Background: an optimization exercise with open tools, aiming at small area. Do not read the settings as production practice. In this exercise RTL edits were held to simulation tests only and were not proved equivalent to the original.

==> flow/design.v (outline; a module is shown in full before it is edited, if it fits) <==
// module fme_fa: 3 lines
// module fme_ha: 3 lines
// module fme_vpos: 689 lines
// module fme_hrow: 1068 lines
// module fme_lane: 540 lines
// module fme: 325 lines
module fme(
	clock, reset, enable, best_sad_ime,
	in_0, in_1, in_2, in_3, in_4, in_5, in_6, in_7, in_8, in_9, in_10, in_11, in_12, in_13, in_14, in_15,
	original_0, original_1, original_2, original_3, original_4, original_5, original_6, original_7,
	lambda_r_SAD_0, lambda_r_SAD_1, lambda_r_SAD_2, lambda_r_SAD_3, lambda_r_SAD_4, lambda_r_SAD_5,
	address_best_sad, best_sad);
  // ...
==> flow/run.sh <==
#!/bin/bash
# synth_recipe.tcl (not shown) runs the flow's synth.tcl, then flattens the netlist and writes it again
# the make line also repeats each setting of config.mk as NAME=value (left out here)
make -C /OpenROAD-flow-scripts/flow DESIGN_CONFIG=/design/flow/config.mk WORK_HOME=/design/flow/orfs CLKGATE_MAP_FILE= SYNTH_SCRIPT=/design/flow/synth_recipe.tcl finish
==> flow/config.mk <==
export PLATFORM = sky130hd
export DESIGN_NAME = fme
export DESIGN_NICKNAME = fme
export VERILOG_FILES = /design/flow/design.v
export SDC_FILE = /design/flow/constraint.sdc
export NUM_CORES = 8
export LEC_CHECK = 0
export CAP_MARGIN = 20
export CORE_MARGIN = 2
export CORE_UTILIZATION = 65
export CTS_BUF_LIST = sky130_fd_sc_hd__clkbuf_8 sky130_fd_sc_hd__clkbuf_16
export CTS_CLUSTER_DIAMETER = 75
export CTS_CLUSTER_SIZE = 25
export GPL_TIMING_DRIVEN = 0
export SETUP_SLACK_MARGIN = 0
export SLEW_MARGIN = 20
export SYNTH_HIERARCHICAL = 1
export SYNTH_MINIMUM_KEEP_SIZE = 0
==> flow/constraint.sdc <==
create_clock -name core_clock -period 12.5 [get_ports {clock}]
set_input_delay 2.5000 -clock core_clock [delete_from_list [all_inputs] [get_ports {clock}]]
set_output_delay 2.5000 -clock core_clock [all_outputs]
set_load 0.01 [all_outputs]
==> impl_metrics.py, run 1 <==
metrics = {
    "synthesis": {
        "synth.area.top_cells": "fa_1, dfxtp_1, edfxtp_1, ha_1, mux2_2",
        "synth_top_area_share_pct": 40.4,
        "synth_compound_area_share_pct": 3.97,
        "synthSimpleGateAreaFrac_pct": 4.39,
        "synthTopCellsByCount": "fa_1, dfxtp_1, inv_1",
    },
    "detailed_routing": {
        "dr.first_iter.drc_count": 17000,
        "ant_nets": 0,
        "top_layer": "met5",
        "vias": 157000,
    },
    "hold_path": {
        "hp-class": "reg2reg",
        "hold_depth": 0,
    },
    "layout": {
        "multi_input_area_mm2": 0.164,
        "largest_reg_flops": 2048,
        "final_cell_mix": "fa_1, dfxtp_1, inv_1, ha_1, mux2_2",
        "fin_util_pct": 69.9,
        "clk_share_pct": 2.64,
    },
    "setup_path": {
        "worstReg2RegEnd": "DR[182]",
        "path_buf_inv": 8,
        "crit_path_end_kind": "flip-flop",
        "r2r_slack_ps": 770,
        "worstPathRequired_ps": 13410,
        "crit_type": "reg2reg",
        "cp.depth": 29,
    },
    "die": {
        "die_height_um": 641,
    },
    "flow_run": {
        "drv_cap": 0,
    },
    "timing": {
        "hold_ws_ps": 295,
        "max_freq_mhz": 85.2,
        "drv_slew": 0,
        "period_share_pct": 93.9,
    },
    "clock_tree": {
        "post_cts_resized": 0,
        "cts_buffers": 229,
        "cts-hold-fix-buffers": 0,
        "cts_buffer_depth": 4,
        "cts_root_buf": "clkbuf_16",
    },
    "outcome": {
        "outcome": "finished clean",
    },
    "placement": {
        "place_ws_ps": 917,
    },
}
==> module fme, before the edit <==
module fme(
	clock, reset, enable, best_sad_ime,
	in_0, in_1, in_2, in_3, in_4, in_5, in_6, in_7, in_8, in_9, in_10, in_11, in_12, in_13, in_14, in_15,
	original_0, original_1, original_2, original_3, original_4, original_5, original_6, original_7,
	lambda_r_SAD_0, lambda_r_SAD_1, lambda_r_SAD_2, lambda_r_SAD_3, lambda_r_SAD_4, lambda_r_SAD_5,
	address_best_sad, best_sad);
input clock, reset, enable;
input [16:0] best_sad_ime;
input [7:0] in_0, in_1, in_2, in_3, in_4, in_5, in_6, in_7, in_8, in_9, in_10, in_11, in_12, in_13, in_14, in_15;
input [7:0] original_0, original_1, original_2, original_3, original_4, original_5, original_6, original_7;
input [15:0] lambda_r_SAD_0, lambda_r_SAD_1, lambda_r_SAD_2, lambda_r_SAD_3, lambda_r_SAD_4, lambda_r_SAD_5;
output [5:0] address_best_sad;
output [16:0] best_sad;
reg [5:0] cnt;
wire [5:0] n = reset ? 6'd0 : ((cnt != 6'd0 || enable) ? ((cnt == 6'd63) ? 6'd63 : cnt + 6'd1) : 6'd0);
reg c_rload;
reg c_oload;
reg c_hsel;
reg c_tsel;
reg c_g1;
reg c_otA;
reg c_otB;
reg c_otC;
reg c_otg;
reg c_bv00;
reg c_bf00;
reg c_bl00;
reg c_bv01;
reg c_bf01;
reg c_bp01;
reg c_bv10;
reg c_bf10;
reg c_bv11;
reg c_bf11;
reg c_bl11;
reg c_park;
reg c_e7;
reg c_g0v0;
reg c_g0v1;
reg c_g0v2;
reg c_lr;
reg c_ev15;
reg c_ev27;
reg c_ev28;
reg c_ev31;
reg c_ev36;
reg c_ev37;
reg c_ev45;
reg c_ev49;
reg c_ev53;
reg c_ev54;
always @(posedge clock) begin
	cnt <= n;
	c_rload <= (n >= 6'd1 && n <= 6'd16);
	c_oload <= (n >= 6'd6 && n <= 6'd13);
	c_hsel <= (n >= 6'd18 && n <= 6'd33);
	c_tsel <= (n >= 6'd34);
	c_g1 <= (n >= 6'd35 && n <= 6'd43);
	c_otA <= (n <= 6'd35);
	c_otB <= (n >= 6'd36 && n <= 6'd44);
	c_otC <= (n >= 6'd45);
	c_otg <= (n >= 6'd40);
	c_bv00 <= ((n >= 6'd11 && n <= 6'd18) || (n >= 6'd27 && n <= 6'd34) || (n >= 6'd36 && n <= 6'd43) || (n >= 6'd45 && n <= 6'd52));
	c_bf00 <= ((n == 6'd11) || (n == 6'd27) || (n == 6'd36) || (n == 6'd45));
	c_bl00 <= (n == 6'd45);
	c_bv01 <= ((n >= 6'd12 && n <= 6'd19) || (n >= 6'd28 && n <= 6'd35) || (n >= 6'd37 && n <= 6'd44) || (n >= 6'd46 && n <= 6'd53));
	c_bf01 <= ((n == 6'd12) || (n == 6'd28) || (n == 6'd37));
	c_bp01 <= (n == 6'd45);
	c_bv10 <= ((n >= 6'd11 && n <= 6'd18) || (n >= 6'd27 && n <= 6'd34) || (n >= 6'd45 && n <= 6'd52));
	c_bf10 <= ((n == 6'd11) || (n == 6'd27) || (n == 6'd45));
	c_bv11 <= ((n >= 6'd12 && n <= 6'd19) || (n >= 6'd28 && n <= 6'd35) || (n >= 6'd46 && n <= 6'd53));
	c_bf11 <= ((n == 6'd12) || (n == 6'd28) || (n == 6'd46));
	c_bl11 <= (n == 6'd46);
	c_park <= (n == 6'd27);
	c_e7 <= (n == 6'd7);
	c_g0v0 <= (n >= 6'd7 && n <= 6'd14);
	c_g0v1 <= (n >= 6'd23 && n <= 6'd30);
	c_g0v2 <= (n >= 6'd41 && n <= 6'd48);
	c_lr <= ((n == 6'd19) || (n == 6'd46));
	c_ev15 <= (n == 6'd15);
	c_ev27 <= (n == 6'd27);
	c_ev28 <= (n == 6'd28);
	c_ev31 <= (n == 6'd31);
	c_ev36 <= (n == 6'd36);
	c_ev37 <= (n == 6'd37);
	c_ev45 <= (n == 6'd45);
	c_ev49 <= (n == 6'd49);
	c_ev53 <= (n == 6'd53);
	c_ev54 <= (n == 6'd54);
end
wire [127:0] win = {in_15, in_14, in_13, in_12, in_11, in_10, in_9, in_8, in_7, in_6, in_5, in_4, in_3, in_2, in_1, in_0};
wire [63:0] nori = ~{original_7, original_6, original_5, original_4, original_3, original_2, original_1, original_0};
wire [95:0] lamv = {lambda_r_SAD_5, lambda_r_SAD_4, lambda_r_SAD_3, lambda_r_SAD_2, lambda_r_SAD_1, lambda_r_SAD_0};
reg [2047:0] RING;
always @(posedge clock) RING <= {RING[1919:0], c_rload ? win : RING[2047:1920]};
reg [511:0] ORING;
always @(posedge clock) ORING <= {ORING[447:0], c_oload ? nori : ORING[511:448]};
wire [127:0] vcol;
genvar gi, gj, gr;
generate for (gi = 0; gi < 16; gi = gi + 1) begin : mir
	assign vcol[8*gi +: 8] = c_tsel ? RING[256 + 8*(15-gi) +: 8] : RING[8*gi +: 8];
end endgenerate
wire [80:0] vbank;
generate for (gi = 0; gi < 9; gi = gi + 1) begin : vp
	fme_vpos u_vpos(.x(vcol[8*gi +: 64]), .hsel(c_hsel), .u(vbank[9*gi +: 9]));
end endgenerate
wire [80:0] vnew;
generate for (gi = 0; gi < 9; gi = gi + 1) begin : vo
	assign vnew[9*gi +: 9] = c_tsel ? vbank[9*(8-gi) +: 9] : vbank[9*gi +: 9];
end endgenerate
reg [647:0] VSR;
always @(posedge clock) VSR <= {VSR[566:0], vnew};
wire [215:0] dnew;
generate for (gi = 0; gi < 9; gi = gi + 1) begin : hb
	wire [71:0] hx;
	for (gj = 0; gj < 8; gj = gj + 1) begin : tp
		if (gi < 8) begin : g1m
			assign hx[9*gj +: 9] = c_g1 ? {1'b0, RING[128*((17-gj) % 16) + 8*(4+gi) +: 8]} : VSR[81*(7-gj) + 9*gi +: 9];
		end else begin : nm
			assign hx[9*gj +: 9] = VSR[81*(7-gj) + 9*gi +: 9];
		end
	end
	fme_hrow u_hrow(.x(hx), .g1(c_g1), .d(dnew[24*gi +: 24]));
end endgenerate
reg [215:0] DR;
always @(posedge clock) DR <= dnew;
wire [63:0] otap0 = ({64{c_otA}} & ORING[319:256]) | ({64{c_otB}} & ORING[383:320]) | ({64{c_otC}} & ORING[447:384]);
wire [63:0] otap1 = ({64{c_otA}} & ORING[383:320]) | ({64{c_otB}} & ORING[447:384]) | ({64{c_otC}} & ORING[511:448]);
wire [63:0] otg = c_otg ? ORING[191:128] : ORING[63:0];
reg [16:0] B_000;
wire [63:0] B_000_a;
generate for (gr = 0; gr < 8; gr = gr + 1) begin : B_000_r
	assign B_000_a[8*gr +: 8] = DR[24*(0+gr) + 0 +: 8];
end endgenerate
wire [16:0] B_000_s;
fme_lane u_B_000(.a(B_000_a), .nb(otap0), .base(c_bf00 ? (c_bl00 ? {1'b0, lamv[80 +: 16]} : 17'd0) : B_000), .s(B_000_s));
always @(posedge clock) if (c_bv00) B_000 <= B_000_s;
reg [16:0] B_010;
wire [63:0] B_010_a;
generate for (gr = 0; gr < 8; gr = gr + 1) begin : B_010_r
	assign B_010_a[8*gr +: 8] = DR[24*(0+gr) + 8 +: 8];
end endgenerate
wire [16:0] B_010_s;
fme_lane u_B_010(.a(B_010_a), .nb(otap0), .base(c_bf00 ? (c_bl00 ? {1'b0, lamv[64 +: 16]} : 17'd0) : B_010), .s(B_010_s));
always @(posedge clock) if (c_bv00) B_010 <= B_010_s;
reg [16:0] B_020;
wire [63:0] B_020_a;
generate for (gr = 0; gr < 8; gr = gr + 1) begin : B_020_r
	assign B_020_a[8*gr +: 8] = DR[24*(0+gr) + 16 +: 8];
end endgenerate
wire [16:0] B_020_s;
fme_lane u_B_020(.a(B_020_a), .nb(otap0), .base(c_bf00 ? (c_bl00 ? {1'b0, lamv[48 +: 16]} : 17'd0) : B_020), .s(B_020_s));
always @(posedge clock) if (c_bv00) B_020 <= B_020_s;
reg [16:0] B_001;
wire [63:0] B_001_a;
generate for (gr = 0; gr < 8; gr = gr + 1) begin : B_001_r
	assign B_001_a[8*gr +: 8] = DR[24*(0+gr) + 0 +: 8];
end endgenerate
wire [16:0] B_001_s;
fme_lane u_B_001(.a(B_001_a), .nb(otap1), .base(c_bf01 ? 17'd0 : B_001), .s(B_001_s));
always @(posedge clock) if (c_bv01) B_001 <= B_001_s; else if (c_bp01) B_001 <= {1'b0, lamv[32 +: 16]};
reg [16:0] B_011;
wire [63:0] B_011_a;
generate for (gr = 0; gr < 8; gr = gr + 1) begin : B_011_r
	assign B_011_a[8*gr +: 8] = DR[24*(0+gr) + 8 +: 8];
end endgenerate
wire [16:0] B_011_s;
fme_lane u_B_011(.a(B_011_a), .nb(otap1), .base(c_bf01 ? 17'd0 : B_011), .s(B_011_s));
always @(posedge clock) if (c_bv01) B_011 <= B_011_s; else if (c_bp01) B_011 <= {1'b0, lamv[16 +: 16]};
reg [16:0] B_021;
wire [63:0] B_021_a;
generate for (gr = 0; gr < 8; gr = gr + 1) begin : B_021_r
	assign B_021_a[8*gr +: 8] = DR[24*(0+gr) + 16 +: 8];
end endgenerate
wire [16:0] B_021_s;
fme_lane u_B_021(.a(B_021_a), .nb(otap1), .base(c_bf01 ? 17'd0 : B_021), .s(B_021_s));
always @(posedge clock) if (c_bv01) B_021 <= B_021_s; else if (c_bp01) B_021 <= {1'b0, lamv[0 +: 16]};
reg [16:0] B_100;
wire [63:0] B_100_a;
generate for (gr = 0; gr < 8; gr = gr + 1) begin : B_100_r
	assign B_100_a[8*gr +: 8] = DR[24*(1+gr) + 0 +: 8];
end endgenerate
wire [16:0] B_100_s;
fme_lane u_B_100(.a(B_100_a), .nb(otap0), .base(c_bf10 ? 17'd0 : B_100), .s(B_100_s));
always @(posedge clock) if (c_bv10) B_100 <= B_100_s;
reg [16:0] B_110;
wire [63:0] B_110_a;
generate for (gr = 0; gr < 8; gr = gr + 1) begin : B_110_r
	assign B_110_a[8*gr +: 8] = DR[24*(1+gr) + 8 +: 8];
end endgenerate
wire [16:0] B_110_s;
fme_lane u_B_110(.a(B_110_a), .nb(otap0), .base(c_bf10 ? 17'd0 : B_110), .s(B_110_s));
always @(posedge clock) if (c_bv10) B_110 <= B_110_s;
reg [16:0] B_120;
wire [63:0] B_120_a;
generate for (gr = 0; gr < 8; gr = gr + 1) begin : B_120_r
	assign B_120_a[8*gr +: 8] = DR[24*(1+gr) + 16 +: 8];
end endgenerate
wire [16:0] B_120_s;
fme_lane u_B_120(.a(B_120_a), .nb(otap0), .base(c_bf10 ? 17'd0 : B_120), .s(B_120_s));
always @(posedge clock) if (c_bv10) B_120 <= B_120_s;
reg [16:0] B_101;
wire [63:0] B_101_a;
generate for (gr = 0; gr < 8; gr = gr + 1) begin : B_101_r
	assign B_101_a[8*gr +: 8] = DR[24*(1+gr) + 0 +: 8];
end endgenerate
wire [16:0] B_101_s;
fme_lane u_B_101(.a(B_101_a), .nb(otap1), .base(c_bf11 ? (c_bl11 ? {1'b0, lamv[32 +: 16]} : 17'd0) : B_101), .s(B_101_s));
always @(posedge clock) if (c_bv11) B_101 <= B_101_s;
reg [16:0] B_111;
wire [63:0] B_111_a;
generate for (gr = 0; gr < 8; gr = gr + 1) begin : B_111_r
	assign B_111_a[8*gr +: 8] = DR[24*(1+gr) + 8 +: 8];
end endgenerate
wire [16:0] B_111_s;
fme_lane u_B_111(.a(B_111_a), .nb(otap1), .base(c_bf11 ? (c_bl11 ? {1'b0, lamv[16 +: 16]} : 17'd0) : B_111), .s(B_111_s));
always @(posedge clock) if (c_bv11) B_111 <= B_111_s;
reg [16:0] B_121;
wire [63:0] B_121_a;
generate for (gr = 0; gr < 8; gr = gr + 1) begin : B_121_r
	assign B_121_a[8*gr +: 8] = DR[24*(1+gr) + 16 +: 8];
end endgenerate
wire [16:0] B_121_s;
fme_lane u_B_121(.a(B_121_a), .nb(otap1), .base(c_bf11 ? (c_bl11 ? {1'b0, lamv[0 +: 16]} : 17'd0) : B_121), .s(B_121_s));
always @(posedge clock) if (c_bv11) B_121 <= B_121_s;
reg [16:0] P_0, P_1, P_2;
always @(posedge clock) if (c_park) begin P_0 <= B_100; P_1 <= B_110; P_2 <= B_120; end
wire [7:0] cv [0:8];
generate for (gi = 0; gi < 9; gi = gi + 1) begin : cl
	wire [8:0] uu = VSR[9*gi +: 9];
	wire [8:0] vm = uu - 9'd96;
	assign cv[gi] = (uu < 9'd96) ? 8'd0 : ((uu >= 9'd352) ? 8'd255 : vm[7:0]);
end endgenerate
wire [63:0] ga0;
generate for (gr = 0; gr < 8; gr = gr + 1) begin : ga0_r
	assign ga0[8*gr +: 8] = cv[0+gr];
end endgenerate
reg [16:0] G_00;
reg [16:0] G_10;
reg [16:0] G_20;
wire [16:0] gb0 = c_e7 ? {1'b0, lamv[0 +: 16]} : (({17{c_g0v0}} & G_00) | ({17{c_g0v1}} & G_10) | ({17{c_g0v2}} & G_20));
wire [16:0] gs0;
fme_lane u_g00(.a(ga0), .nb(otg), .base(gb0), .s(gs0));
always @(posedge clock) if (c_g0v0) G_00 <= gs0;
always @(posedge clock) if (c_g0v1) G_10 <= gs0; else if (c_e7) G_10 <= {1'b0, lamv[16 +: 16]};
always @(posedge clock) if (c_g0v2) G_20 <= gs0; else if (c_e7) G_20 <= {1'b0, lamv[32 +: 16]};
wire [63:0] ga1;
generate for (gr = 0; gr < 8; gr = gr + 1) begin : ga1_r
	assign ga1[8*gr +: 8] = cv[1+gr];
end endgenerate
reg [16:0] G_01;
reg [16:0] G_11;
reg [16:0] G_21;
wire [16:0] gb1 = c_e7 ? {1'b0, lamv[48 +: 16]} : (({17{c_g0v0}} & G_01) | ({17{c_g0v1}} & G_11) | ({17{c_g0v2}} & G_21));
wire [16:0] gs1;
fme_lane u_g01(.a(ga1), .nb(otg), .base(gb1), .s(gs1));
always @(posedge clock) if (c_g0v0) G_01 <= gs1;
always @(posedge clock) if (c_g0v1) G_11 <= gs1; else if (c_e7) G_11 <= {1'b0, lamv[64 +: 16]};
always @(posedge clock) if (c_g0v2) G_21 <= gs1; else if (c_e7) G_21 <= {1'b0, lamv[80 +: 16]};
reg [95:0] LR;
always @(posedge clock) if (c_lr) LR <= lamv;
wire [16:0] sx_0 = ({17{c_ev15}} & G_00) | ({17{c_ev27}} & B_000) | ({17{c_ev28}} & P_0) | ({17{c_ev36}} & B_000) | ({17{c_ev37}} & B_100) | ({17{c_ev45}} & B_000) | ({17{c_ev53}} & B_100) | ({17{c_ev54}} & B_001);
wire [15:0] sl_0 = ({16{c_ev27}} & lamv[80 +: 16]) | ({16{c_ev28}} & lamv[80 +: 16]) | ({16{c_ev36}} & lamv[80 +: 16]) | ({16{c_ev37}} & lamv[80 +: 16]) | ({16{c_ev45}} & LR[80 +: 16]) | ({16{c_ev53}} & LR[80 +: 16]);
wire [5:0] sa_0 = ({6{c_ev15}} & 6'd0) | ({6{c_ev27}} & 6'd29) | ({6{c_ev28}} & 6'd35) | ({6{c_ev36}} & 6'd41) | ({6{c_ev37}} & 6'd47) | ({6{c_ev45}} & 6'd17) | ({6{c_ev53}} & 6'd59) | ({6{c_ev54}} & 6'd50);
wire sv_0 = c_ev15 | c_ev27 | c_ev28 | c_ev36 | c_ev37 | c_ev45 | c_ev53 | c_ev54;
reg [16:0] c1_0; reg [5:0] a1_0; reg v1_0;
always @(posedge clock) begin c1_0 <= sx_0 + {1'b0, sl_0}; a1_0 <= sa_0; v1_0 <= sv_0 & !reset; end
wire [16:0] sx_1 = ({17{c_ev15}} & G_01) | ({17{c_ev27}} & B_001) | ({17{c_ev28}} & B_101) | ({17{c_ev36}} & B_001) | ({17{c_ev37}} & B_101) | ({17{c_ev45}} & B_001) | ({17{c_ev53}} & B_000) | ({17{c_ev54}} & B_101);
wire [15:0] sl_1 = ({16{c_ev27}} & lamv[32 +: 16]) | ({16{c_ev28}} & lamv[32 +: 16]) | ({16{c_ev36}} & lamv[32 +: 16]) | ({16{c_ev37}} & lamv[32 +: 16]) | ({16{c_ev45}} & LR[32 +: 16]);
wire [5:0] sa_1 = ({6{c_ev15}} & 6'd3) | ({6{c_ev27}} & 6'd26) | ({6{c_ev28}} & 6'd32) | ({6{c_ev36}} & 6'd38) | ({6{c_ev37}} & 6'd44) | ({6{c_ev45}} & 6'd14) | ({6{c_ev53}} & 6'd53) | ({6{c_ev54}} & 6'd56);
wire sv_1 = c_ev15 | c_ev27 | c_ev28 | c_ev36 | c_ev37 | c_ev45 | c_ev53 | c_ev54;
reg [16:0] c1_1; reg [5:0] a1_1; reg v1_1;
always @(posedge clock) begin c1_1 <= sx_1 + {1'b0, sl_1}; a1_1 <= sa_1; v1_1 <= sv_1 & !reset; end
wire [16:0] sx_2 = ({17{c_ev27}} & B_010) | ({17{c_ev28}} & P_1) | ({17{c_ev31}} & G_10) | ({17{c_ev36}} & B_010) | ({17{c_ev37}} & B_110) | ({17{c_ev45}} & B_010) | ({17{c_ev53}} & B_110) | ({17{c_ev54}} & B_011);
wire [15:0] sl_2 = ({16{c_ev27}} & lamv[64 +: 16]) | ({16{c_ev28}} & lamv[64 +: 16]) | ({16{c_ev36}} & lamv[64 +: 16]) | ({16{c_ev37}} & lamv[64 +: 16]) | ({16{c_ev45}} & LR[64 +: 16]) | ({16{c_ev53}} & LR[64 +: 16]);
wire [5:0] sa_2 = ({6{c_ev27}} & 6'd28) | ({6{c_ev28}} & 6'd34) | ({6{c_ev31}} & 6'd1) | ({6{c_ev36}} & 6'd40) | ({6{c_ev37}} & 6'd46) | ({6{c_ev45}} & 6'd16) | ({6{c_ev53}} & 6'd58) | ({6{c_ev54}} & 6'd49);
wire sv_2 = c_ev27 | c_ev28 | c_ev31 | c_ev36 | c_ev37 | c_ev45 | c_ev53 | c_ev54;
reg [16:0] c1_2; reg [5:0] a1_2; reg v1_2;
always @(posedge clock) begin c1_2 <= sx_2 + {1'b0, sl_2}; a1_2 <= sa_2; v1_2 <= sv_2 & !reset; end
wire [16:0] sx_3 = ({17{c_ev27}} & B_011) | ({17{c_ev28}} & B_111) | ({17{c_ev31}} & G_11) | ({17{c_ev36}} & B_011) | ({17{c_ev37}} & B_111) | ({17{c_ev45}} & B_011) | ({17{c_ev53}} & B_010) | ({17{c_ev54}} & B_111);
wire [15:0] sl_3 = ({16{c_ev27}} & lamv[16 +: 16]) | ({16{c_ev28}} & lamv[16 +: 16]) | ({16{c_ev36}} & lamv[16 +: 16]) | ({16{c_ev37}} & lamv[16 +: 16]) | ({16{c_ev45}} & LR[16 +: 16]);
wire [5:0] sa_3 = ({6{c_ev27}} & 6'd25) | ({6{c_ev28}} & 6'd31) | ({6{c_ev31}} & 6'd4) | ({6{c_ev36}} & 6'd37) | ({6{c_ev37}} & 6'd43) | ({6{c_ev45}} & 6'd13) | ({6{c_ev53}} & 6'd52) | ({6{c_ev54}} & 6'd55);
wire sv_3 = c_ev27 | c_ev28 | c_ev31 | c_ev36 | c_ev37 | c_ev45 | c_ev53 | c_ev54;
reg [16:0] c1_3; reg [5:0] a1_3; reg v1_3;
always @(posedge clock) begin c1_3 <= sx_3 + {1'b0, sl_3}; a1_3 <= sa_3; v1_3 <= sv_3 & !reset; end
wire [16:0] sx_4 = ({17{c_ev27}} & B_020) | ({17{c_ev28}} & P_2) | ({17{c_ev36}} & B_020) | ({17{c_ev37}} & B_120) | ({17{c_ev45}} & B_020) | ({17{c_ev49}} & G_20) | ({17{c_ev53}} & B_120) | ({17{c_ev54}} & B_021);
wire [15:0] sl_4 = ({16{c_ev27}} & lamv[48 +: 16]) | ({16{c_ev28}} & lamv[48 +: 16]) | ({16{c_ev36}} & lamv[48 +: 16]) | ({16{c_ev37}} & lamv[48 +: 16]) | ({16{c_ev45}} & LR[48 +: 16]) | ({16{c_ev53}} & LR[48 +: 16]);
wire [5:0] sa_4 = ({6{c_ev27}} & 6'd27) | ({6{c_ev28}} & 6'd33) | ({6{c_ev36}} & 6'd39) | ({6{c_ev37}} & 6'd45) | ({6{c_ev45}} & 6'd15) | ({6{c_ev49}} & 6'd2) | ({6{c_ev53}} & 6'd57) | ({6{c_ev54}} & 6'd48);
wire sv_4 = c_ev27 | c_ev28 | c_ev36 | c_ev37 | c_ev45 | c_ev49 | c_ev53 | c_ev54;
reg [16:0] c1_4; reg [5:0] a1_4; reg v1_4;
always @(posedge clock) begin c1_4 <= sx_4 + {1'b0, sl_4}; a1_4 <= sa_4; v1_4 <= sv_4 & !reset; end
wire [16:0] sx_5 = ({17{c_ev27}} & B_021) | ({17{c_ev28}} & B_121) | ({17{c_ev36}} & B_021) | ({17{c_ev37}} & B_121) | ({17{c_ev45}} & B_021) | ({17{c_ev49}} & G_21) | ({17{c_ev53}} & B_020) | ({17{c_ev54}} & B_121);
wire [15:0] sl_5 = ({16{c_ev27}} & lamv[0 +: 16]) | ({16{c_ev28}} & lamv[0 +: 16]) | ({16{c_ev36}} & lamv[0 +: 16]) | ({16{c_ev37}} & lamv[0 +: 16]) | ({16{c_ev45}} & LR[0 +: 16]);
wire [5:0] sa_5 = ({6{c_ev27}} & 6'd24) | ({6{c_ev28}} & 6'd30) | ({6{c_ev36}} & 6'd36) | ({6{c_ev37}} & 6'd42) | ({6{c_ev45}} & 6'd12) | ({6{c_ev49}} & 6'd5) | ({6{c_ev53}} & 6'd51) | ({6{c_ev54}} & 6'd54);
wire sv_5 = c_ev27 | c_ev28 | c_ev36 | c_ev37 | c_ev45 | c_ev49 | c_ev53 | c_ev54;
reg [16:0] c1_5; reg [5:0] a1_5; reg v1_5;
always @(posedge clock) begin c1_5 <= sx_5 + {1'b0, sl_5}; a1_5 <= sa_5; v1_5 <= sv_5 & !reset; end
function [23:0] pick;
	input [23:0] x; input vx; input [23:0] y; input vy;
	begin
		if (!vx) pick = y;
		else if (!vy) pick = x;
		else pick = (y[22:0] < x[22:0]) ? y : x;
	end
endfunction
wire [23:0] k0 = {1'b0, c1_0, a1_0}, k1 = {1'b0, c1_1, a1_1}, k2 = {1'b0, c1_2, a1_2};
wire [23:0] k3 = {1'b0, c1_3, a1_3}, k4 = {1'b0, c1_4, a1_4}, k5 = {1'b0, c1_5, a1_5};
wire w01 = v1_0 | v1_1, w23 = v1_2 | v1_3, w45 = v1_4 | v1_5;
wire [23:0] m01 = pick(k0, v1_0, k1, v1_1);
wire [23:0] m23 = pick(k2, v1_2, k3, v1_3);
wire [23:0] m45 = pick(k4, v1_4, k5, v1_5);
wire [23:0] m0123 = pick(m01, w01, m23, w23);
wire [23:0] mall = pick(m0123, w01 | w23, m45, w45);
wire anyv = w01 | w23 | w45;
reg [16:0] bcost; reg [5:0] baddr; reg bime;
wire better = anyv && ((mall[22:6] < bcost) || (mall[22:6] == bcost && !bime && mall[5:0] < baddr));
always @(posedge clock)
	if (reset) begin
		bcost <= best_sad_ime; baddr <= 6'd63; bime <= 1'b1;
	end else if (better) begin
		bcost <= mall[22:6]; baddr <= mall[5:0]; bime <= 1'b0;
	end
assign best_sad = bcost;
assign address_best_sad = baddr;
endmodule
==> run 2, diff against run 1 <==
--- a/flow/design.v
+++ b/flow/design.v
@@ -2344,13 +2344,23 @@
 reg c_lr;
 reg c_ev15;
+reg c_dv15;
 reg c_ev27;
+reg c_dv27;
 reg c_ev28;
+reg c_dv28;
 reg c_ev31;
+reg c_dv31;
 reg c_ev36;
+reg c_dv36;
 reg c_ev37;
+reg c_dv37;
 reg c_ev45;
+reg c_dv45;
 reg c_ev49;
+reg c_dv49;
 reg c_ev53;
+reg c_dv53;
 reg c_ev54;
+reg c_dv54;
 always @(posedge clock) begin
 	cnt <= n;
@@ -2382,13 +2392,23 @@
 	c_lr <= ((n == 6'd19) || (n == 6'd46));
 	c_ev15 <= (n == 6'd15);
+	c_dv15 <= (n == 6'd16);
 	c_ev27 <= (n == 6'd27);
+	c_dv27 <= (n == 6'd28);
 	c_ev28 <= (n == 6'd28);
+	c_dv28 <= (n == 6'd29);
 	c_ev31 <= (n == 6'd31);
+	c_dv31 <= (n == 6'd32);
 	c_ev36 <= (n == 6'd36);
+	c_dv36 <= (n == 6'd37);
 	c_ev37 <= (n == 6'd37);
+	c_dv37 <= (n == 6'd38);
 	c_ev45 <= (n == 6'd45);
+	c_dv45 <= (n == 6'd46);
 	c_ev49 <= (n == 6'd49);
+	c_dv49 <= (n == 6'd50);
 	c_ev53 <= (n == 6'd53);
+	c_dv53 <= (n == 6'd54);
 	c_ev54 <= (n == 6'd54);
+	c_dv54 <= (n == 6'd55);
 end
 wire [127:0] win = {in_15, in_14, in_13, in_12, in_11, in_10, in_9, in_8, in_7, in_6, in_5, in_4, in_3, in_2, in_1, in_0};
@@ -2565,38 +2585,38 @@
 wire [16:0] sx_0 = ({17{c_ev15}} & G_00) | ({17{c_ev27}} & B_000) | ({17{c_ev28}} & P_0) | ({17{c_ev36}} & B_000) | ({17{c_ev37}} & B_100) | ({17{c_ev45}} & B_000) | ({17{c_ev53}} & B_100) | ({17{c_ev54}} & B_001);
 wire [15:0] sl_0 = ({16{c_ev27}} & lamv[80 +: 16]) | ({16{c_ev28}} & lamv[80 +: 16]) | ({16{c_ev36}} & lamv[80 +: 16]) | ({16{c_ev37}} & lamv[80 +: 16]) | ({16{c_ev45}} & LR[80 +: 16]) | ({16{c_ev53}} & LR[80 +: 16]);
-wire [5:0] sa_0 = ({6{c_ev15}} & 6'd0) | ({6{c_ev27}} & 6'd29) | ({6{c_ev28}} & 6'd35) | ({6{c_ev36}} & 6'd41) | ({6{c_ev37}} & 6'd47) | ({6{c_ev45}} & 6'd17) | ({6{c_ev53}} & 6'd59) | ({6{c_ev54}} & 6'd50);
-wire sv_0 = c_ev15 | c_ev27 | c_ev28 | c_ev36 | c_ev37 | c_ev45 | c_ev53 | c_ev54;
-reg [16:0] c1_0; reg [5:0] a1_0; reg v1_0;
-always @(posedge clock) begin c1_0 <= sx_0 + {1'b0, sl_0}; a1_0 <= sa_0; v1_0 <= sv_0 & !reset; end
+wire [5:0] a1_0 = ({6{c_dv15}} & 6'd0) | ({6{c_dv27}} & 6'd29) | ({6{c_dv28}} & 6'd35) | ({6{c_dv36}} & 6'd41) | ({6{c_dv37}} & 6'd47) | ({6{c_dv45}} & 6'd17) | ({6{c_dv53}} & 6'd59) | ({6{c_dv54}} & 6'd50);
+wire v1_0 = c_dv15 | c_dv27 | c_dv28 | c_dv36 | c_dv37 | c_dv45 | c_dv53 | c_dv54;
+reg [16:0] c1_0;
+always @(posedge clock) c1_0 <= sx_0 + {1'b0, sl_0};
 wire [16:0] sx_1 = ({17{c_ev15}} & G_01) | ({17{c_ev27}} & B_001) | ({17{c_ev28}} & B_101) | ({17{c_ev36}} & B_001) | ({17{c_ev37}} & B_101) | ({17{c_ev45}} & B_001) | ({17{c_ev53}} & B_000) | ({17{c_ev54}} & B_101);
 wire [15:0] sl_1 = ({16{c_ev27}} & lamv[32 +: 16]) | ({16{c_ev28}} & lamv[32 +: 16]) | ({16{c_ev36}} & lamv[32 +: 16]) | ({16{c_ev37}} & lamv[32 +: 16]) | ({16{c_ev45}} & LR[32 +: 16]);
-wire [5:0] sa_1 = ({6{c_ev15}} & 6'd3) | ({6{c_ev27}} & 6'd26) | ({6{c_ev28}} & 6'd32) | ({6{c_ev36}} & 6'd38) | ({6{c_ev37}} & 6'd44) | ({6{c_ev45}} & 6'd14) | ({6{c_ev53}} & 6'd53) | ({6{c_ev54}} & 6'd56);
-wire sv_1 = c_ev15 | c_ev27 | c_ev28 | c_ev36 | c_ev37 | c_ev45 | c_ev53 | c_ev54;
-reg [16:0] c1_1; reg [5:0] a1_1; reg v1_1;
-always @(posedge clock) begin c1_1 <= sx_1 + {1'b0, sl_1}; a1_1 <= sa_1; v1_1 <= sv_1 & !reset; end
+wire [5:0] a1_1 = ({6{c_dv15}} & 6'd3) | ({6{c_dv27}} & 6'd26) | ({6{c_dv28}} & 6'd32) | ({6{c_dv36}} & 6'd38) | ({6{c_dv37}} & 6'd44) | ({6{c_dv45}} & 6'd14) | ({6{c_dv53}} & 6'd53) | ({6{c_dv54}} & 6'd56);
+wire v1_1 = c_dv15 | c_dv27 | c_dv28 | c_dv36 | c_dv37 | c_dv45 | c_dv53 | c_dv54;
+reg [16:0] c1_1;
+always @(posedge clock) c1_1 <= sx_1 + {1'b0, sl_1};
 wire [16:0] sx_2 = ({17{c_ev27}} & B_010) | ({17{c_ev28}} & P_1) | ({17{c_ev31}} & G_10) | ({17{c_ev36}} & B_010) | ({17{c_ev37}} & B_110) | ({17{c_ev45}} & B_010) | ({17{c_ev53}} & B_110) | ({17{c_ev54}} & B_011);
 wire [15:0] sl_2 = ({16{c_ev27}} & lamv[64 +: 16]) | ({16{c_ev28}} & lamv[64 +: 16]) | ({16{c_ev36}} & lamv[64 +: 16]) | ({16{c_ev37}} & lamv[64 +: 16]) | ({16{c_ev45}} & LR[64 +: 16]) | ({16{c_ev53}} & LR[64 +: 16]);
-wire [5:0] sa_2 = ({6{c_ev27}} & 6'd28) | ({6{c_ev28}} & 6'd34) | ({6{c_ev31}} & 6'd1) | ({6{c_ev36}} & 6'd40) | ({6{c_ev37}} & 6'd46) | ({6{c_ev45}} & 6'd16) | ({6{c_ev53}} & 6'd58) | ({6{c_ev54}} & 6'd49);
-wire sv_2 = c_ev27 | c_ev28 | c_ev31 | c_ev36 | c_ev37 | c_ev45 | c_ev53 | c_ev54;
-reg [16:0] c1_2; reg [5:0] a1_2; reg v1_2;
-always @(posedge clock) begin c1_2 <= sx_2 + {1'b0, sl_2}; a1_2 <= sa_2; v1_2 <= sv_2 & !reset; end
+wire [5:0] a1_2 = ({6{c_dv27}} & 6'd28) | ({6{c_dv28}} & 6'd34) | ({6{c_dv31}} & 6'd1) | ({6{c_dv36}} & 6'd40) | ({6{c_dv37}} & 6'd46) | ({6{c_dv45}} & 6'd16) | ({6{c_dv53}} & 6'd58) | ({6{c_dv54}} & 6'd49);
+wire v1_2 = c_dv27 | c_dv28 | c_dv31 | c_dv36 | c_dv37 | c_dv45 | c_dv53 | c_dv54;
+reg [16:0] c1_2;
+always @(posedge clock) c1_2 <= sx_2 + {1'b0, sl_2};
 wire [16:0] sx_3 = ({17{c_ev27}} & B_011) | ({17{c_ev28}} & B_111) | ({17{c_ev31}} & G_11) | ({17{c_ev36}} & B_011) | ({17{c_ev37}} & B_111) | ({17{c_ev45}} & B_011) | ({17{c_ev53}} & B_010) | ({17{c_ev54}} & B_111);
 wire [15:0] sl_3 = ({16{c_ev27}} & lamv[16 +: 16]) | ({16{c_ev28}} & lamv[16 +: 16]) | ({16{c_ev36}} & lamv[16 +: 16]) | ({16{c_ev37}} & lamv[16 +: 16]) | ({16{c_ev45}} & LR[16 +: 16]);
-wire [5:0] sa_3 = ({6{c_ev27}} & 6'd25) | ({6{c_ev28}} & 6'd31) | ({6{c_ev31}} & 6'd4) | ({6{c_ev36}} & 6'd37) | ({6{c_ev37}} & 6'd43) | ({6{c_ev45}} & 6'd13) | ({6{c_ev53}} & 6'd52) | ({6{c_ev54}} & 6'd55);
-wire sv_3 = c_ev27 | c_ev28 | c_ev31 | c_ev36 | c_ev37 | c_ev45 | c_ev53 | c_ev54;
-reg [16:0] c1_3; reg [5:0] a1_3; reg v1_3;
-always @(posedge clock) begin c1_3 <= sx_3 + {1'b0, sl_3}; a1_3 <= sa_3; v1_3 <= sv_3 & !reset; end
+wire [5:0] a1_3 = ({6{c_dv27}} & 6'd25) | ({6{c_dv28}} & 6'd31) | ({6{c_dv31}} & 6'd4) | ({6{c_dv36}} & 6'd37) | ({6{c_dv37}} & 6'd43) | ({6{c_dv45}} & 6'd13) | ({6{c_dv53}} & 6'd52) | ({6{c_dv54}} & 6'd55);
+wire v1_3 = c_dv27 | c_dv28 | c_dv31 | c_dv36 | c_dv37 | c_dv45 | c_dv53 | c_dv54;
+reg [16:0] c1_3;
+always @(posedge clock) c1_3 <= sx_3 + {1'b0, sl_3};
 wire [16:0] sx_4 = ({17{c_ev27}} & B_020) | ({17{c_ev28}} & P_2) | ({17{c_ev36}} & B_020) | ({17{c_ev37}} & B_120) | ({17{c_ev45}} & B_020) | ({17{c_ev49}} & G_20) | ({17{c_ev53}} & B_120) | ({17{c_ev54}} & B_021);
 wire [15:0] sl_4 = ({16{c_ev27}} & lamv[48 +: 16]) | ({16{c_ev28}} & lamv[48 +: 16]) | ({16{c_ev36}} & lamv[48 +: 16]) | ({16{c_ev37}} & lamv[48 +: 16]) | ({16{c_ev45}} & LR[48 +: 16]) | ({16{c_ev53}} & LR[48 +: 16]);
-wire [5:0] sa_4 = ({6{c_ev27}} & 6'd27) | ({6{c_ev28}} & 6'd33) | ({6{c_ev36}} & 6'd39) | ({6{c_ev37}} & 6'd45) | ({6{c_ev45}} & 6'd15) | ({6{c_ev49}} & 6'd2) | ({6{c_ev53}} & 6'd57) | ({6{c_ev54}} & 6'd48);
-wire sv_4 = c_ev27 | c_ev28 | c_ev36 | c_ev37 | c_ev45 | c_ev49 | c_ev53 | c_ev54;
-reg [16:0] c1_4; reg [5:0] a1_4; reg v1_4;
-always @(posedge clock) begin c1_4 <= sx_4 + {1'b0, sl_4}; a1_4 <= sa_4; v1_4 <= sv_4 & !reset; end
+wire [5:0] a1_4 = ({6{c_dv27}} & 6'd27) | ({6{c_dv28}} & 6'd33) | ({6{c_dv36}} & 6'd39) | ({6{c_dv37}} & 6'd45) | ({6{c_dv45}} & 6'd15) | ({6{c_dv49}} & 6'd2) | ({6{c_dv53}} & 6'd57) | ({6{c_dv54}} & 6'd48);
+wire v1_4 = c_dv27 | c_dv28 | c_dv36 | c_dv37 | c_dv45 | c_dv49 | c_dv53 | c_dv54;
+reg [16:0] c1_4;
+always @(posedge clock) c1_4 <= sx_4 + {1'b0, sl_4};
 wire [16:0] sx_5 = ({17{c_ev27}} & B_021) | ({17{c_ev28}} & B_121) | ({17{c_ev36}} & B_021) | ({17{c_ev37}} & B_121) | ({17{c_ev45}} & B_021) | ({17{c_ev49}} & G_21) | ({17{c_ev53}} & B_020) | ({17{c_ev54}} & B_121);
 wire [15:0] sl_5 = ({16{c_ev27}} & lamv[0 +: 16]) | ({16{c_ev28}} & lamv[0 +: 16]) | ({16{c_ev36}} & lamv[0 +: 16]) | ({16{c_ev37}} & lamv[0 +: 16]) | ({16{c_ev45}} & LR[0 +: 16]);
-wire [5:0] sa_5 = ({6{c_ev27}} & 6'd24) | ({6{c_ev28}} & 6'd30) | ({6{c_ev36}} & 6'd36) | ({6{c_ev37}} & 6'd42) | ({6{c_ev45}} & 6'd12) | ({6{c_ev49}} & 6'd5) | ({6{c_ev53}} & 6'd51) | ({6{c_ev54}} & 6'd54);
-wire sv_5 = c_ev27 | c_ev28 | c_ev36 | c_ev37 | c_ev45 | c_ev49 | c_ev53 | c_ev54;
-reg [16:0] c1_5; reg [5:0] a1_5; reg v1_5;
-always @(posedge clock) begin c1_5 <= sx_5 + {1'b0, sl_5}; a1_5 <= sa_5; v1_5 <= sv_5 & !reset; end
+wire [5:0] a1_5 = ({6{c_dv27}} & 6'd24) | ({6{c_dv28}} & 6'd30) | ({6{c_dv36}} & 6'd36) | ({6{c_dv37}} & 6'd42) | ({6{c_dv45}} & 6'd12) | ({6{c_dv49}} & 6'd5) | ({6{c_dv53}} & 6'd51) | ({6{c_dv54}} & 6'd54);
+wire v1_5 = c_dv27 | c_dv28 | c_dv36 | c_dv37 | c_dv45 | c_dv49 | c_dv53 | c_dv54;
+reg [16:0] c1_5;
+always @(posedge clock) c1_5 <= sx_5 + {1'b0, sl_5};
 function [23:0] pick;
 	input [23:0] x; input vx; input [23:0] y; input vy;
--- a/flow/config.mk
+++ b/flow/config.mk
@@ -10,8 +10,7 @@
 export CORE_UTILIZATION = 65
 export CTS_BUF_LIST = sky130_fd_sc_hd__clkbuf_8 sky130_fd_sc_hd__clkbuf_16
-export CTS_CLUSTER_DIAMETER = 75
-export CTS_CLUSTER_SIZE = 25
-export GPL_TIMING_DRIVEN = 0
-export SETUP_SLACK_MARGIN = 0
+export CTS_CLUSTER_DIAMETER = 70
+export CTS_CLUSTER_SIZE = 22
+export SETUP_SLACK_MARGIN = 0.2
 export SLEW_MARGIN = 20
 export SYNTH_HIERARCHICAL = 1
==> run 2 against run 1 <==
Flip-flop and latch count fell by 21. Die area decreased by 0.21%. Critical path type unchanged. Non-clock buffer count fell by 505. Still clean. Final area down 0.77%. Count of clock-buffer cells in the layout grew 45.
==> impl_metrics.py, run 2 <==
metrics = {
    "die": {
        "die_height_um": 640,
        "die-area_mm2": 0.410,
        "die-width_um": 640,
        "rows": 233,
        "core_area_mm2": 0.403,
        "ios": 331,
        "start_util_pct": 65.3,
    },
    "synthesis": {
        "yosysSeqAreaShare_pct": 32.6,
        "synth.distinct_cells": 81,
        "synth_seq_cells": 4048,
        "synthTopCellsByCount": "fa_1, dfxtp_1, inv_1",
        "synth.area.top_cells": "fa_1, dfxtp_1, edfxtp_1, ha_1, mux2_2",
        "synth.avg_cell_area_um2": 13.5,
        "synth-edff-count": 470,
        "syn-num-nets": 26100,
        "synth_top_cell_by_area": "fa_1",
        "synth_warnings": 7,
        "synthArstFlopShare_pct": 0,
        "ys.flop_type": "dfxtp_1",
        "netlist_area_mm2": 0.263,
        "synth_cells": 19400,
        "synth_top_area_share_pct": 40.5,
        "yosysMostFrequentCell": "fa_1",
    },
    "layout": {
        "largest_reg_flops": 2048,
        "final_cell_mix": "fa_1, dfxtp_1, inv_1, ha_1, mux2_2",
        "drive_gt1_share_pct": 8.76,
        "area_growth_pct": 6.36,
        "seq_area_mm2": 0.0858,
        "fin_nets": 26200,
        "final_common_cell": "fa_1",
        "largest_register": "RING",
        "fin_util_pct": 69.5,
        "top_regs": "RING x2048, VSR x648, ORING x512",
        "multi_input_area_mm2": 0.164,
        "fillCellCount": 28300,
    },
    "outcome": {
        "outcome": "finished clean",
    },
    "clock_tree": {
        "clk_latency_ps": 1020,
        "cts_tree": "done",
        "cts_buffer_depth": 4,
        "cts_root_buf": "clkbuf_16",
        "clock_sinks": 4048,
        "h-tree-depth": 5,
        "cts_buffers": 269,
        "clk_pin_slew_ps": 90,
    },
    "grt": {
        "busiest_layer": "met2",
        "overflow": 0,
        "met1_usage_pct": 54.2,
        "grt_pass1_vias": 162000,
        "grt_max_degree": 241,
        "grtUsageMet2_pct": 60.8,
        "grt_usage_pct": 42.0,
        "grt_util_met3_pct": 12.0,
        "antenna_found_initial": 46,
        "grt_pass1_wl_mm": 1190,
    },
    "setup_path": {
        "cpMostUsedCell": "a21oi_1",
        "crit_path_max_incr_delay_ps": 810,
        "crit_slowest_cell": "o21ai_0",
        "crit_type": "reg2reg",
        "crit_fanout": 34,
        "worstPathRequired_ps": 13230,
        "crit_path_end_kind": "flip-flop",
        "worstPathArrival_ps": 12320,
        "crit_path_start_kind": "flip-flop",
    },
    "timing": {
        "period_share_pct": 92.7,
        "slew_headroom_pct": 14.9,
        "fin_setup_tns_ps": 0,
        "rsz0062_at_grt": "false",
        "layout_min_cycle_time_ps": 11590,
        "fin_worst_skew_ps": 74.8,
        "worstMarginPinSlew_ps": 1280,
        "max_freq_mhz": 86.3,
        "drv_slew": 0,
        "setup_violations": 0,
        "finalHoldViolations": 0,
    },
    "detailed_routing": {
        "dr.first_iter.drc_count": 17400,
        "drt-pass1-iter-count": 13,
        "wirelength_mm": 840,
        "ant_nets": 0,
        "vias_per_cell": 5.99,
        "vias": 151000,
        "wl_per_cell_um": 33.4,
        "drc": 0,
    },
    "placement": {
        "gp_congestion": 1.12,
        "port_buffers": 330,
        "hpwl_mm": 696,
    },
    "flow_run": {
        "drv_cap": 0,
    },
    "hold_path": {
        "hp-class": "reg2reg",
    },
}
-- run 2: cell count changes after synthesis, sizes merged, moves of 53 or more --
cell	before	now
buf	217	332
nor2	328	243
nand2	541	472
inv	2639	2692
nor2b	346	287
xnor2	116	184
clkbuf	409	307
-- run 2: cells by family (layout without fill, tap and decap cells) --
family          after synthesis  in the layout  synth area share (%)
flops                      4048           4048                  32.6
mux                        1114           1114                  4.73
fa+ha+maj                  6424           6424                  45.7
compound gates             1367           1368                  3.96
simple gates               2007           2007                  4.10
buf+inv                    3331           3577                  5.16
xor+xnor                   1145           1145                  3.81
other cells                   0             48                     0
-- run 2: path summary, 6_finish.rpt --
| check | endpoint | startpoint | slack (ps) | cells after the start |
|---|---|---|---|---|
| max | bcost[7] | c_dv28 | 910 | 44 |
| max reg2reg | bcost[7] | c_dv28 | 910 | 44 |
| min reg2reg | RING[1111] | RING[983] | 300 | 0 |
| min | RING[1111] | RING[983] | 300 | 0 |
-- run 2: metrics by stage --
step / hold slack [ps] / worst slack, ps / cells / instance area, um2
final: 300 / 907 / 25100 / 280000
after CTS: 297 / 784 / 25100 / 280000
after detailed placement: 312 / 823 / 24700 / 271000
after global placement: 309 / 922 / 24700 / 271000
after global routing: 305 / 198 / 25100 / 280000
after floorplan: 310 / 1890 / 19400 / 263000
-- run 2: modules after synthesis (local to each module, per instance) --
module    cell area [um2]  flops+latches
fme_vpos              653              0
fme_fa               20.0              0
fme_hrow             1750              0
fme                118000           4048
fme_ha               12.5              0
fme_lane             1130              0
-- run 2: final cells by class --
type	count	area share, %
diodes	48	0.0429
clock buffers	280	2.49
clock inverters	127	0.603
inverters	2692	3.61
multi-input cells	12100	58.6
flip-flops and latches	4048	30.6
well taps	5405	2.42
repair buffers	478	1.62
-- run 2: repair_timing --
item	in CTS	in global routing
gates resized for setup	0	2
setup endpoints to repair	0	19
hold endpoints to repair	0	0
buffers inserted	0	0
hold buffers	0	0
-- run 2: metal layers --
metal | routed length, um | vias up
met5 | 204 | -
met4 | 80700 | 10
met3 | 90200 | 2003
met2 | 358000 | 8197
met1 | 311000 | 78600
li1 | - | 61700
-- run 2: worst max-delay path: cells and delay by family, from the launching register on --
family | cells | cell delay, ps
compound gates | 20 | 5490
simple gates | 11 | 2010
buf+inv | 7 | 1400
fa+ha+maj | 4 | 1240
flops | 1 | 570
mux | 2 | 540
==> run 3, diff against run 2 <==
--- a/flow/config.mk
+++ b/flow/config.mk
@@ -10,6 +10,6 @@
 export CORE_UTILIZATION = 65
 export CTS_BUF_LIST = sky130_fd_sc_hd__clkbuf_8 sky130_fd_sc_hd__clkbuf_16
-export CTS_CLUSTER_DIAMETER = 70
-export CTS_CLUSTER_SIZE = 22
+export CTS_CLUSTER_DIAMETER = 76
+export CTS_CLUSTER_SIZE = 26
 export SETUP_SLACK_MARGIN = 0.2
 export SLEW_MARGIN = 20
==> run 3 against run 2 <==
Fmax up 0.26%. Largest cell class unchanged. First-iteration DRC count is 1.5% lower. Still clean on timing, DRC and antenna. Via count down 0.43%. Flip-flop and latch count unchanged. Wire length fell by 0.52%. Die area unchanged.
==> impl_metrics.py, run 3 <==
metrics = {
    "outcome": {
        "outcome": "finished clean",
    },
    "detailed_routing": {
        "ant_nets": 0,
        "wl_per_cell_um": 33.4,
        "drc": 0,
        "wirelength_mm": 836,
        "vias_per_cell": 5.99,
        "drt-pass1-iter-count": 13,
        "dr.first_iter.drc_count": 17100,
        "vias": 150000,
    },
    "synthesis": {
        "synth.area.top_cells": "fa_1, dfxtp_1, edfxtp_1, ha_1, mux2_2",
        "synthTopCellsByCount": "fa_1, dfxtp_1, inv_1",
        "ys.flop_type": "dfxtp_1",
        "syn-num-nets": 26100,
        "synth_xor_area_share_pct": 3.81,
        "synth-edff-count": 470,
        "synth_seq_cells": 4048,
        "synth_cells": 19400,
        "synth_top_cell_by_area": "fa_1",
        "synthAdderAreaFrac_pct": 45.7,
        "synth_top_area_share_pct": 40.5,
        "synthArstFlopShare_pct": 0,
        "synth_top_family_by_area": "adder cells",
        "synthSimpleGateAreaFrac_pct": 4.10,
        "yosysSeqAreaShare_pct": 32.6,
        "netlist_area_mm2": 0.263,
        "synth_compound_area_share_pct": 3.96,
        "yosysMostFrequentCell": "fa_1",
        "synth_warnings": 7,
        "muxShareOfSynthArea_pct": 4.73,
        "synth.avg_cell_area_um2": 13.5,
        "synth.distinct_cells": 81,
    },
    "grt": {
        "overflow": 0,
        "grt_max_degree": 241,
        "grt_pass1_vias": 161000,
        "antenna_found_initial": 54,
        "grt_pass1_wl_mm": 1180,
        "grt_usage_pct": 41.8,
    },
    "timing": {
        "slew_headroom_pct": 8.90,
        "worstMarginPinSlew_ps": 1360,
        "hold_ws_ps": 279,
        "rsz0062_at_grt": "false",
        "setup_violations": 0,
        "finalHoldViolations": 0,
        "fin_setup_tns_ps": 0,
        "period_share_pct": 92.5,
        "drv_slew": 0,
        "fin_worst_skew_ps": 96.3,
        "max_freq_mhz": 86.5,
        "layout_min_cycle_time_ps": 11560,
    },
    "setup_path": {
        "crit_fanout": 34,
        "ff2ff_path_depth": 44,
        "crit_type": "reg2reg",
        "rr_startpoint": "c_dv28",
        "worstPathRequired_ps": 13220,
        "cpMostUsedCell": "a21oi_1",
        "crit_path_start_kind": "flip-flop",
        "r2r_slack_ps": 940,
        "crit_slowest_cell": "o21ai_0",
        "worstReg2RegEnd": "bcost[10]",
        "crit_path_end_kind": "flip-flop",
        "crit_path_max_incr_delay_ps": 770,
        "worstPathArrival_ps": 12280,
    },
    "layout": {
        "largest_reg_flops": 2048,
        "largest_register": "RING",
        "final_cell_mix": "fa_1, dfxtp_1, inv_1, ha_1, mux2_2",
        "top_regs": "RING x2048, VSR x648, ORING x512",
        "fin_nets": 26200,
        "area_growth_pct": 5.59,
        "final_common_cell": "fa_1",
        "drive_gt1_share_pct": 8.33,
        "fillCellCount": 28600,
    },
    "clock_tree": {
        "cts_buffers": 210,
        "h-tree-depth": 4,
        "clk_latency_ps": 1020,
        "cts_tree": "done",
        "clk_pin_slew_ps": 100,
        "cts_setup_buffers": 0,
        "clock_sinks": 4048,
        "cts_buffer_depth": 4,
        "cts_root_buf": "clkbuf_16",
    },
    "hold_path": {
        "hold-path-endpoint": "ORING[261]",
        "hp-class": "reg2reg",
        "min_from": "ORING[197]",
        "hold_depth": 0,
    },
    "die": {
        "ios": 331,
        "die_height_um": 640,
        "die-area_mm2": 0.410,
        "core_area_mm2": 0.403,
        "die-width_um": 640,
        "rows": 233,
        "start_util_pct": 65.3,
    },
    "placement": {
        "port_buffers": 330,
        "gp_congestion": 1.12,
        "hpwl_mm": 696,
    },
    "flow_run": {
        "drv_cap": 0,
    },
}
run 3: cell counts after synthesis:
No cell type changed its count.
run 3: routing by layer:
| layer | GRT usage, % | up-vias | part of all wire [%] |
|---|---|---|---|
| met3 | 12.3 | 1942 | 11 |
| met5 | 0 | - | 0.014 |
| met4 | 31.1 | 18 | 9.6 |
| li1 | - | 61500 | - |
| met2 | 60.5 | 8147 | 43 |
| met1 | 53.8 | 78300 | 37 |
run 3: kinds of logic after synthesis:
group | Yosys count
buffers and inverters | 3331
DFF | 4048
xor gates and xnor gates | 1145
muxes | 1114
and+or+nand+nor | 2007
AOI/OAI and AO/OA | 1367
adders and majority gates | 6424
run 3: Yosys stat by module (local to each module, per instance):
module,cells inside,flops+latches
fme_hrow,273,0
fme_vpos,117,0
fme_lane,152,0
fme,8346,4048
fme_ha,1,0
fme_fa,1,0
run 3: metrics by stage:
step	util, %	instance area, um2	cells	worst slack (ps)
5_1_grt	69.0	278000	25000	201
3_3_place_gp	67.3	271000	24700	922
2_1_floorplan	-	263000	19400	1890
3_5_place_dp	67.3	271000	24700	823
4_1_cts	69.0	278000	25000	757
6_report	69.0	278000	25000	937
run 3: how the worst max path moves through the flow:
stage / endpoint / slack (ps) / startpoint / depth (start not counted)
6_report: bcost[10] / 940 / c_dv28 / 44
5_1_grt: bcost[11] / 200 / c_dv28 / 43
4_1_cts: bcost[9] / 760 / c_dv28 / 44
3_5_place_dp: bcost[10] / 820 / c_dv28 / 44
3_3_place_gp: bcost[11] / 920 / c_dv28 / 44
2_1_floorplan: DR[110] / 1890 / c_g1 / 28
run 3: area by class of cell:
| type | count | area [um2] | share of cell area [%] |
|---|---|---|---|
| diodes | 42 | 105 | 0.0378 |
| well taps | 5405 | 6760 | 2.43 |
| clock buffers | 220 | 5440 | 1.96 |
| repair buffers | 479 | 4550 | 1.64 |
| flip-flops and latches | 4048 | 85800 | 30.9 |
| clock inverters | 87 | 1170 | 0.420 |
| inverters | 2692 | 10100 | 3.64 |
| multi-input cells | 12100 | 164000 | 59.0 |
run 3: repair_timing:
item,CTS,global route
gates resized for setup,0,2
endpoints found under the setup margin,0,19
hold buffers,0,0
run 3: worst max-delay path: cells and delay by family (launching register included):
family	cells	cell delay (ps)
AOI/OAI and AO/OA	20	5430
muxes	2	540
and+or+nand+nor	11	2020
DFF	1	590
adders and majority gates	4	1240
buffers and inverters	7	1420
==> run 4, diff against run 3 <==
--- a/flow/design.v
+++ b/flow/design.v
@@ -2499,5 +2499,5 @@
 fme_lane u_B_021(.a(B_021_a), .nb(otap1), .base(c_bf01 ? 17'd0 : B_021), .s(B_021_s));
 always @(posedge clock) if (c_bv01) B_021 <= B_021_s; else if (c_bp01) B_021 <= {1'b0, lamv[0 +: 16]};
-reg [16:0] B_100;
+reg [13:0] B_100;
 wire [63:0] B_100_a;
 generate for (gr = 0; gr < 8; gr = gr + 1) begin : B_100_r
@@ -2507,5 +2507,5 @@
 fme_lane u_B_100(.a(B_100_a), .nb(otap0), .base(c_bf10 ? 17'd0 : B_100), .s(B_100_s));
 always @(posedge clock) if (c_bv10) B_100 <= B_100_s;
-reg [16:0] B_110;
+reg [13:0] B_110;
 wire [63:0] B_110_a;
 generate for (gr = 0; gr < 8; gr = gr + 1) begin : B_110_r
@@ -2515,5 +2515,5 @@
 fme_lane u_B_110(.a(B_110_a), .nb(otap0), .base(c_bf10 ? 17'd0 : B_110), .s(B_110_s));
 always @(posedge clock) if (c_bv10) B_110 <= B_110_s;
-reg [16:0] B_120;
+reg [13:0] B_120;
 wire [63:0] B_120_a;
 generate for (gr = 0; gr < 8; gr = gr + 1) begin : B_120_r
@@ -2547,5 +2547,5 @@
 fme_lane u_B_121(.a(B_121_a), .nb(otap1), .base(c_bf11 ? (c_bl11 ? {1'b0, lamv[0 +: 16]} : 17'd0) : B_121), .s(B_121_s));
 always @(posedge clock) if (c_bv11) B_121 <= B_121_s;
-reg [16:0] P_0, P_1, P_2;
+reg [13:0] P_0, P_1, P_2;
 always @(posedge clock) if (c_park) begin P_0 <= B_100; P_1 <= B_110; P_2 <= B_120; end
 wire [7:0] cv [0:8];
==> run 4 against run 3 <==
Sequential share of layout area decreased by 0.18 points. Highest routed layer unchanged. Non-clock buffer count up 49. Hold slack worse by 5.3 ps. Die area decreased by 0.34%. Count of clock-buffer cells in the layout increased by 4. First-iteration DRC count rose by 12%. Fmax is 0.44% lower.
==> impl_metrics.py, run 4 <==
metrics = {
    "die": {
        "die-width_um": 639,
        "die-area_mm2": 0.409,
        "start_util_pct": 65.2,
        "ios": 331,
        "die_height_um": 639,
        "rows": 233,
        "core_area_mm2": 0.402,
    },
    "timing": {
        "worstMarginPinSlew_ps": 1290,
        "rsz0062_at_grt": "false",
        "layout_min_cycle_time_ps": 11610,
        "fin_setup_tns_ps": 0,
        "drv_slew": 0,
        "hold_ws_ps": 273,
        "setup_slack_ps": 886,
        "period_share_pct": 92.9,
        "slew_headroom_pct": 13.8,
        "finalHoldViolations": 0,
        "fin_worst_skew_ps": 91.9,
        "setup_violations": 0,
        "max_freq_mhz": 86.1,
    },
    "synthesis": {
        "synth_cells": 19400,
        "netlist_area_mm2": 0.262,
        "synth.avg_cell_area_um2": 13.5,
        "syn-num-nets": 26100,
        "synth_warnings": 7,
    },
    "layout": {
        "final_common_cell": "fa_1",
        "fin_util_pct": 69.1,
        "largest_register": "RING",
        "top_regs": "RING x2048, VSR x648, ORING x512",
        "drive_gt1_share_pct": 8.60,
        "final_cell_mix": "fa_1, dfxtp_1, inv_1, ha_1, mux2_2",
        "stdcell_count": 24900,
        "seq_area_mm2": 0.0853,
        "multi_input_area_mm2": 0.164,
        "post-route-cell-area_mm2": 0.278,
        "largest_reg_flops": 2048,
        "area_growth_pct": 5.90,
        "fin_nets": 26200,
        "fillCellCount": 26600,
    },
    "clock_tree": {
        "clock_sinks": 4030,
        "cts_buffers": 219,
        "post_cts_resized": 0,
        "h-tree-depth": 4,
        "cts_buffer_depth": 4,
        "cts_tree": "done",
        "clk_latency_ps": 1060,
        "cts-hold-fix-buffers": 0,
        "cts_root_buf": "clkbuf_16",
        "clk_pin_slew_ps": 110,
        "cts_setup_buffers": 0,
    },
    "placement": {
        "place_ws_ps": 1340,
        "port_buffers": 330,
        "gp_congestion": 1.10,
        "dp.cells": 24600,
        "hpwl_mm": 744,
        "postPlaceCellArea_mm2": 0.271,
    },
    "setup_path": {
        "crit_path_start_kind": "flip-flop",
        "worstReg2RegEnd": "bcost[16]",
        "crit_slowest_cell": "a21oi_1",
        "crit_path_max_incr_delay_ps": 810,
        "worstPathRequired_ps": 13130,
        "crit_type": "reg2reg",
        "r2r_slack_ps": 890,
        "crit_path_end_kind": "flip-flop",
        "crit_fanout": 19,
        "rr_startpoint": "c_dv53",
        "worstPathArrival_ps": 12240,
        "ff2ff_path_depth": 37,
    },
    "outcome": {
        "outcome": "finished clean",
    },
    "detailed_routing": {
        "drt-pass1-iter-count": 15,
        "dr.first_iter.drc_count": 19100,
        "ant_nets": 0,
        "wl_per_cell_um": 36.8,
        "wirelength_mm": 919,
        "vias": 156000,
        "vias_per_cell": 6.24,
        "drc": 0,
    },
    "grt": {
        "grt_pass1_vias": 169000,
        "grt_max_degree": 227,
        "grt_pass1_wl_mm": 1280,
        "overflow": 0,
        "grt_usage_pct": 46.0,
        "antenna_found_initial": 75,
    },
    "hold_path": {
        "hold-path-endpoint": "RING[547]",
        "min_from": "RING[419]",
        "hold_depth": 0,
        "hp-class": "reg2reg",
    },
    "flow_run": {
        "drv_cap": 0,
    },
}
-- run 4: critical path: cells and delay by family, from the launching register on --
kind,cells,cell delay [ps]
buffers and inverters,3,770
AO/OA/AOI/OAI,16,4700
multiplexers,2,650
flip-flops,1,450
AND/OR/NAND/NOR,12,3330
adder cells (fa/ha/maj),4,1280
-- run 4: worst max path at each step --
stage / start / endpoint / slack, ps / cells after the start
6_report: c_dv53 / bcost[16] / 890 / 37
5_1_grt: c_dv53 / bcost[12] / 400 / 37
4_1_cts: c_dv53 / bcost[9] / 1290 / 37
3_5_place_dp: c_dv53 / bcost[15] / 1340 / 37
3_3_place_gp: c_dv53 / bcost[11] / 1200 / 37
2_1_floorplan: c_g1 / DR[110] / 1910 / 28
-- run 4: layer usage --
metal	global-route usage (%)	wire, um
met5	0	289
met4	33.9	87500
met3	14.4	106000
met2	66.2	390000
met1	58.9	335000
-- run 4: area by class of cell --
cell class              instances  share of cell area [%]
multi-input cells           12100                    59.0
well taps                    5287                    2.38
inverters                    2677                    3.62
clock inverters                98                   0.525
flip-flops and latches       4030                    30.7
clock buffers                 224                    2.01
diodes                         37                  0.0333
repair buffers                528                    1.78

-- re-timing with driven ports --
How much do the figures lean on ideal ports? The routed layouts below were timed once more, with nothing changed but the port constraints.
Step 1 sets driving cells, clkbuf_16 on the clock port and buf_2 on the other inputs (assumed; they add their load-dependent delay and slew).
Step 2 adds t to the input delays and takes it off the output delays; t is the mean of the earliest and latest rising clock arrival at the registers after step 1. Input paths then give back, and output paths get back, about the clock's delay inside the block.
a / b / c = ideal ports / drivers / drivers and shift; a / b = the first two.
run | shift t [ns] | slack for setup (ns) | worst register clock-pin slew, ns | cell pins on the clock port's net
run 1 | 1.119 | 0.768 / 0.768 / 0.768 | 0.11 / 0.11 | 1
run 2 | 1.095 | 0.907 / 0.907 / 0.907 | 0.10 / 0.10 | 1
run 3 | 1.093 | 0.937 / 0.937 / 0.937 | 0.11 / 0.11 | 1
run 4 | 1.133 | 0.886 / 0.886 / 0.886 | 0.11 / 0.11 | 1
After both steps setup and hold are still met in every run listed.
